This design comes from an exercise in tuning for a short achievable clock period and few clock cycles on the open sky130 flow, not from production work. Only simulation tests tie the RTL to the original design; equivalence was not proved. Power figures rest on the tool's default switching activity, not on a simulated workload.

==> try-nickel <==
## mips_cpu
module mips_cpu(
  clk, reset,
  imem_addr, imem_rdata,
  dmem_addr, dmem_wdata, dmem_we, dmem_rdata,
  print_valid, print_data, halted
    );
    input clk;
    input reset;
    output [9:0] imem_addr;
    input [31:0] imem_rdata;
    output [9:0] dmem_addr;
    output [31:0] dmem_wdata;
    output dmem_we;
    input [31:0] dmem_rdata;
    output print_valid;
    output [31:0] print_data;
    output halted;
    reg  [9:0]  fa;          
    reg         fix_v;       
    reg  [31:0] fix_pc;
    reg  [31:0] ra_pred;     
    reg         d_v;
    reg  [31:0] d_ir;
    reg  [31:0] d_pc;
    reg         d_isJ, d_isJr, d_pt;
    reg  [31:0] d_jrt;
    reg  [4:0]  d_rA, d_rB;
    reg         e_v;
    reg  [31:0] e_A, e_B, e_SD;
    reg  [31:0] e_sA, e_cA, e_cB;
    reg  [4:0]  e_sB;
    reg         stall_r;
    reg  [4:0]  e_rd;
    reg         e_wr, e_isLoad, e_isLh, e_isStore, e_isSys, e_isJal;
    reg         e_isJr;
    reg         e_rEq, e_rNe, e_rNeg, e_rPos, e_rJr;
    reg  [31:0] e_alt, e_jrt;
    reg         e_opAdd, e_opSub, e_opAnd, e_opOr, e_opXor, e_opNor;
    reg         e_opSlt, e_opSltu, e_opSll, e_opSrl, e_opSra;
    reg  [31:0] m_res, m_SD;
    reg  [4:0]  m_rd;
    reg         m_wr, m_isLoad, m_isLh, m_isStore;
    reg         halt_r;
    reg         pv_r;
    reg  [31:0] pd_r;
    reg  [31:0] rf [1:31];
    wire [31:0] ldata = m_isLh ? {{16{dmem_rdata[15]}}, dmem_rdata[15:0]} : dmem_rdata;
    wire [31:0] wb_data = m_isLoad ? ldata : m_res;
    assign dmem_addr  = m_res[11:2];
    assign dmem_wdata = m_SD;
    assign dmem_we    = m_isStore & ~halt_r;
    reg  [31:0] w_data;
    reg  [4:0]  w_rd;
    reg         w_wr;
    always @(posedge clk) begin
      if (reset) w_wr <= 1'b0;
      else w_wr <= m_wr;
      w_data <= wb_data;
      w_rd <= m_rd;
    end
    reg rst_q;
    always @(posedge clk) rst_q <= reset;
    integer i;
    always @(posedge clk) begin
      if (rst_q) begin
        for (i = 1; i < 32; i = i + 1) rf[i] <= 32'd0;
      end else if (w_wr) begin
        rf[w_rd] <= w_data;
      end
    end
    wire [31:0] A  = e_A;
    wire [31:0] B  = e_B;
    wire [31:0] SD = e_SD;
    wire [31:0] sum, dif;
    wire        sum_co, dif_co;
    ks_add32 u_add(.a(A), .b(B), .cin(1'b0), .s(sum), .cout(sum_co));
  ...
export LEC_CHECK = 0
export CAP_MARGIN = 20
export CORE_MARGIN = 2
export CORE_UTILIZATION = 35
export PLACE_DENSITY = 0.5
export SLEW_MARGIN = 20
create_clock -name core_clock -period 10.0 [get_ports {clk}]
standard.sh (not shown) runs the stock make flow with config.mk's settings and CLKGATE_MAP_FILE= SYNTH_SCRIPT=/design/flow/synth_recipe.tcl, a recipe that flattens the netlist after the stock synthesis.
==> flow/flow/run.sh <==
#!/bin/bash
# The standard layout (standard synthesis unchanged), with repair_timing aiming
# for extra setup slack so the layout is pushed below the design's 10 ns period.
set -o pipefail
bash standard.sh SETUP_SLACK_MARGIN=7.5 ABC_CLOCK_PERIOD_IN_PS=2000 finish > flow_make.log 2>&1
==> try-xenon (differences from try-nickel) <==
--- a/flow/design.v
+++ b/flow/design.v
@@ -44,34 +44,39 @@
     reg  [31:0] d_pc;
     reg         d_isJ, d_isJr, d_pt;
     reg  [31:0] d_jrt;
     reg  [4:0]  d_rA, d_rB;
     reg         e_v;
     reg  [31:0] e_A, e_B, e_SD;
-    reg  [31:0] e_sA, e_cA, e_cB;
-    reg  [4:0]  e_sB;
+    reg  [31:0] e_cA, e_cB;
+    reg  [31:0] e_lsA, e_rsA;
+    reg         e_rfill;
+    reg  [3:0]  e_hl1, e_hl2, e_hr1, e_hr2;
+    reg  [1:0]  e_hl3, e_hr3;
+    reg  [31:0] e_xA, e_xB, e_lA, e_lB;    
     reg         stall_r;
     reg  [4:0]  e_rd;
     reg         e_wr, e_isLoad, e_isLh, e_isStore, e_isSys, e_isJal;
     reg         e_isJr;
     reg         e_rEq, e_rNe, e_rNeg, e_rPos, e_rJr;
     reg  [31:0] e_alt, e_jrt;
     reg         e_opAdd, e_opSub, e_opAnd, e_opOr, e_opXor, e_opNor;
     reg         e_opSlt, e_opSltu, e_opSll, e_opSrl, e_opSra;
     reg  [31:0] m_res, m_SD;
     reg  [4:0]  m_rd;
-    reg         m_wr, m_isLoad, m_isLh, m_isStore;
+    reg         m_wr, m_isLoad, m_isLh, m_we;
+    reg  [9:0]  m_addr;       
     reg         halt_r;
     reg         pv_r;
     reg  [31:0] pd_r;
     reg  [31:0] rf [1:31];
     wire [31:0] ldata = m_isLh ? {{16{dmem_rdata[15]}}, dmem_rdata[15:0]} : dmem_rdata;
     wire [31:0] wb_data = m_isLoad ? ldata : m_res;
-    assign dmem_addr  = m_res[11:2];
+    assign dmem_addr  = m_addr;
     assign dmem_wdata = m_SD;
-    assign dmem_we    = m_isStore & ~halt_r;
+    assign dmem_we    = m_we;
     reg  [31:0] w_data;
     reg  [4:0]  w_rd;
     reg         w_wr;
     always @(posedge clk) begin
       if (reset) w_wr <= 1'b0;
       else w_wr <= m_wr;
@@ -91,18 +96,65 @@
     wire [31:0] A  = e_A;
     wire [31:0] B  = e_B;
     wire [31:0] SD = e_SD;
     wire [31:0] sum, dif;
     wire        sum_co, dif_co;
     ks_add32 u_add(.a(A), .b(B), .cin(1'b0), .s(sum), .cout(sum_co));
-    ks_add32 u_sub(.a(A), .b(~B), .cin(1'b1), .s(dif), .cout(dif_co));
+    ks_add32 u_sub(.a(e_xA), .b(~e_xB), .cin(1'b1), .s(dif), .cout(dif_co));
     wire        sltu = ~dif_co;
-    wire        slt  = A[31] ^ ~B[31] ^ dif_co;
-    wire [31:0] shl  = e_sA << e_sB;
-    wire [31:0] shr  = e_sA >> e_sB;
-    wire [31:0] sra  = $signed(e_sA) >>> e_sB;
+    wire        slt  = e_xA[31] ^ ~e_xB[31] ^ dif_co;
+    function [31:0] lsh;
+      input [31:0] x;
+      input [3:0] h1, h2;
+      input [1:0] h3;
+      reg [34:0] xe;
+      reg [31:0] t1, t2;
+      reg [43:0] t1e;
+      reg [47:0] t2e;
+      integer i;
+      begin
+        xe = {x, 3'b000};
+        for (i = 0; i < 32; i = i + 1)
+          t1[i] = (h1[0] & xe[i+3]) | (h1[1] & xe[i+2]) | (h1[2] & xe[i+1]) | (h1[3] & xe[i]);
+        t1e = {t1, 12'd0};
+        for (i = 0; i < 32; i = i + 1)
+          t2[i] = (h2[0] & t1e[i+12]) | (h2[1] & t1e[i+8]) | (h2[2] & t1e[i+4]) | (h2[3] & t1e[i]);
+        t2e = {t2, 16'd0};
+        for (i = 0; i < 32; i = i + 1)
+          lsh[i] = (h3[0] & t2e[i+16]) | (h3[1] & t2e[i]);
+      end
+    endfunction
+    function [31:0] rsh;
+      input [31:0] x;
+      input f;
+      input [3:0] h1, h2;
+      input [1:0] h3;
+      reg [34:0] xe;
+      reg [31:0] t1, t2;
+      reg [43:0] t1e;
+      reg [47:0] t2e;
+      integer i;
+      begin
+        xe = {{3{f}}, x};
+        for (i = 0; i < 32; i = i + 1)
+          t1[i] = (h1[0] & xe[i]) | (h1[1] & xe[i+1]) | (h1[2] & xe[i+2]) | (h1[3] & xe[i+3]);
+        t1e = {{12{f}}, t1};
+        for (i = 0; i < 32; i = i + 1)
+          t2[i] = (h2[0] & t1e[i]) | (h2[1] & t1e[i+4]) | (h2[2] & t1e[i+8]) | (h2[3] & t1e[i+12]);
+        t2e = {{16{f}}, t2};
+        for (i = 0; i < 32; i = i + 1)
+          rsh[i] = (h3[0] & t2e[i]) | (h3[1] & t2e[i+16]);
+      end
+    endfunction
+    function [3:0] dec2;
+      input [1:0] v;
+      dec2 = {v == 2'd3, v == 2'd2, v == 2'd1, v == 2'd0};
+    endfunction
+    wire [31:0] shl  = lsh(e_lsA, e_hl1, e_hl2, e_hl3);
+    wire [31:0] shr  = rsh(e_rsA, e_rfill, e_hr1, e_hr2, e_hr3);    
+    wire [31:0] sra  = shr;
     function [31:0] pick;
       input [10:0] sel;    
       input [31:0] sum, dif, a, b, shl, shr, sra;
       input slt, sltu;
       begin
         pick = ({32{sel[10]}} & sum)
@@ -116,13 +168,13 @@
              | ({32{sel[1]}}  & shr)
              | ({32{sel[0]}}  & sra);
       end
     endfunction
     wire [10:0] e_ops = {e_opAdd, e_opSub, e_opAnd, e_opOr, e_opXor, e_opNor,
                          e_opSlt, e_opSltu, e_opSll, e_opSrl, e_opSra};
-    wire [31:0] res = pick(e_ops, sum, dif, A, B, shl, shr, sra, slt, sltu);
+    wire [31:0] res = pick(e_ops, sum, dif, e_lA, e_lB, shl, shr, sra, slt, sltu);
     wire eq    = (e_cA == e_cB);
     wire redirect = (eq & e_rEq) | (~eq & e_rNe) | (e_cA[31] & e_rNeg) | (~e_cA[31] & e_rPos)
                   | (e_rJr & (e_cA != e_jrt));
     wire [31:0] rtgt = e_isJr ? e_cA : e_alt;
     wire halting = e_v & e_isSys & (A == 32'd10);
     always @(posedge clk) begin
@@ -130,31 +182,32 @@
         halt_r <= 1'b0;
         pv_r   <= 1'b0;
       end else begin
         if (halting) halt_r <= 1'b1;
         pv_r <= e_v & e_isSys & ~halt_r;
       end
-      if (e_v & e_isSys) pd_r <= SD;
+      pd_r <= {32{e_v & e_isSys}} & SD;    
     end
     assign halted = halt_r;
     assign print_valid = pv_r;
     assign print_data = pd_r;
     always @(posedge clk) begin
       if (e_v & e_isJal) ra_pred <= e_A;
     end
     always @(posedge clk) begin
       if (reset) begin
         m_wr <= 1'b0;
         m_isLoad <= 1'b0;
-        m_isStore <= 1'b0;
+        m_we <= 1'b0;
       end else begin
         m_wr <= e_v & e_wr;
         m_isLoad <= e_v & e_isLoad;
-        m_isStore <= e_v & e_isStore;
+        m_we <= e_v & e_isStore & ~halt_r & ~halting;    
       end
       m_res <= res;
+      m_addr <= {10{e_v & (e_isLoad | e_isStore)}} & res[11:2];
       m_SD <= SD;
       m_rd <= e_rd;
       m_isLh <= e_isLh;
     end
     wire [5:0] op = d_ir[31:26];
     wire [4:0] rs = d_ir[25:21];
@@ -223,31 +276,45 @@
     wire stall = stall_r;
     wire [31:0] btsum;
     wire        btco;
     ks_add32 u_bt(.a({2'b00, d_pc[31:2]}), .b({2'b00, sext[29:0]}), .cin(1'b1), .s(btsum), .cout(btco));
     wire [31:0] d_btgt = {btsum[29:0], d_pc[1:0]};
     wire [31:0] d_jtgt = {d_pc4[31:28], d_ir[25:0], 2'b00};
-    wire [31:0] nA  = pick(e_ops & {11{fA}}, sum, dif, A, B, shl, shr, sra, slt, sltu)
+    wire [31:0] nA  = pick(e_ops & {11{fA}}, sum, dif, e_lA, e_lB, shl, shr, sra, slt, sltu)
                     | ({32{~fA}} & valA);
-    wire [31:0] nB  = pick(e_ops & {11{fB}}, sum, dif, A, B, shl, shr, sra, slt, sltu)
+    wire [31:0] nB  = pick(e_ops & {11{fB}}, sum, dif, e_lA, e_lB, shl, shr, sra, slt, sltu)
                     | ({32{~fB & ~useImm}} & valB) | ({32{useImm}} & immv);
-    wire [31:0] nSD = pick(e_ops & {11{mB}}, sum, dif, A, B, shl, shr, sra, slt, sltu)
+    wire [31:0] nSD = pick(e_ops & {11{mB}}, sum, dif, e_lA, e_lB, shl, shr, sra, slt, sltu)
                     | ({32{~mB}} & valB);
-    wire isShOp  = r_sll | r_srl | r_sra | r_xor | r_other | i_lh;
+    wire isShL   = r_sll | r_xor | r_other | i_lh;
+    wire isShR   = r_srl | r_sra;
     wire isCmpA  = i_beq | i_bne | i_bltz | r_jr;
     wire isCmpB  = i_beq | i_bne;
+    wire isSubOp = r_sub | r_slt | i_slti | r_sltu;
+    wire isLogOp = r_and | i_andi | r_or | i_ori | i_jal | i_xori | r_nor;
     wire vnext = d_v & ~stall & ~redirect & ~reset;    
     always @(posedge clk) begin
       e_v <= vnext;
       e_A  <= nA;
       e_B  <= nB;
       e_SD <= nSD;
-      e_sA <= {32{isShOp}} & nA;
-      e_sB <= {5{isShOp}} & nB[4:0];
+      e_lsA <= {32{isShL}} & nA;
+      e_rsA <= {32{isShR}} & nA;
+      e_rfill <= r_sra & nA[31];
+      e_hl1 <= {4{isShL}} & dec2(nB[1:0]);
+      e_hl2 <= {4{isShL}} & dec2(nB[3:2]);
+      e_hl3 <= {2{isShL}} & {nB[4], ~nB[4]};
+      e_hr1 <= {4{isShR}} & dec2(nB[1:0]);
+      e_hr2 <= {4{isShR}} & dec2(nB[3:2]);
+      e_hr3 <= {2{isShR}} & {nB[4], ~nB[4]};
       e_cA <= {32{isCmpA}} & nA;
       e_cB <= {32{isCmpB}} & nB;
+      e_xA <= {32{isSubOp}} & nA;
+      e_xB <= {32{isSubOp}} & nB;
+      e_lA <= {32{isLogOp}} & nA;
+      e_lB <= {32{isLogOp}} & nB;
       e_rd <= dst;
       e_wr <= d_wr;
       e_isLoad <= i_lw | i_lh;
       e_isLh <= i_lh;
       e_isStore <= i_sw;
       e_isSys <= r_sys;
==> flow/flow/run.sh (replaced) <==
#!/bin/bash
# The standard layout (standard synthesis unchanged), with repair_timing aiming
# for extra setup slack so the layout is pushed below the design's 10 ns period.
set -o pipefail
bash standard.sh SETUP_SLACK_MARGIN=8 ABC_CLOCK_PERIOD_IN_PS=1000 finish > flow_make.log 2>&1
Settings changed: CORE_UTILIZATION 35 to 30, PLACE_DENSITY 0.5 to 0.45.
==> comparison <==
In try-nickel the synthesized area is smaller than in try-xenon, by 4.5%.
Between try-xenon and try-nickel, the lower non-clock buffer count is in try-nickel (gap 329).
Against try-xenon, the sequential share of layout area of try-nickel is higher by 1.4 points.
Against try-xenon, the core utilization of try-nickel is higher by 3.9 points.
Register-to-register slack: try-xenon is lower than try-nickel (0.14 ns).
Against try-xenon, the via count of try-nickel is lower by 7.7%.
Combinational power is about the same in try-nickel and try-xenon.
Between try-nickel and try-xenon, the lower setup slack is in try-xenon (gap 0.040 ns).
Of try-xenon and try-nickel, try-xenon has the higher flip-flop and latch count (gap 186).
Critical path depth: try-xenon is higher than try-nickel (9).
Testbench counts of try-nickel, summed over its fixed seeds: cycles 167,082.
Testbench counts of try-xenon, summed over its fixed seeds: cycles 167,082.

separate check: timing with driven ports:
The results above use ideal ports. As a check the final layouts listed here were re-extracted and re-timed, cells and wires unchanged.
Step 1: set_driving_cell puts a clkbuf_16 on clk and a buf_2 on each other input, an assumption about the parent block.
Step 2 moves the port delays by t, midway between the first and last clock arrival at a register: inputs arrive t later, outputs are due t later. That takes back most of the time a late clock gives input paths.
Three values: ideal ports, drivers, drivers and shift; two values: the first two.
run | t (ns) | setup WS [ns] | worst slew at a driven data input, ns
try-nickel | 0.943 | 6.405 / 6.313 / 5.658 | 0.20
try-xenon | 0.978 | 6.365 / 6.365 / 5.558 | 0.11
After both steps every run listed still meets setup and hold. For try-xenon, which loses most, drivers alone change the setup slack by 0.000 ns; drivers and shift together by -0.807 ns.
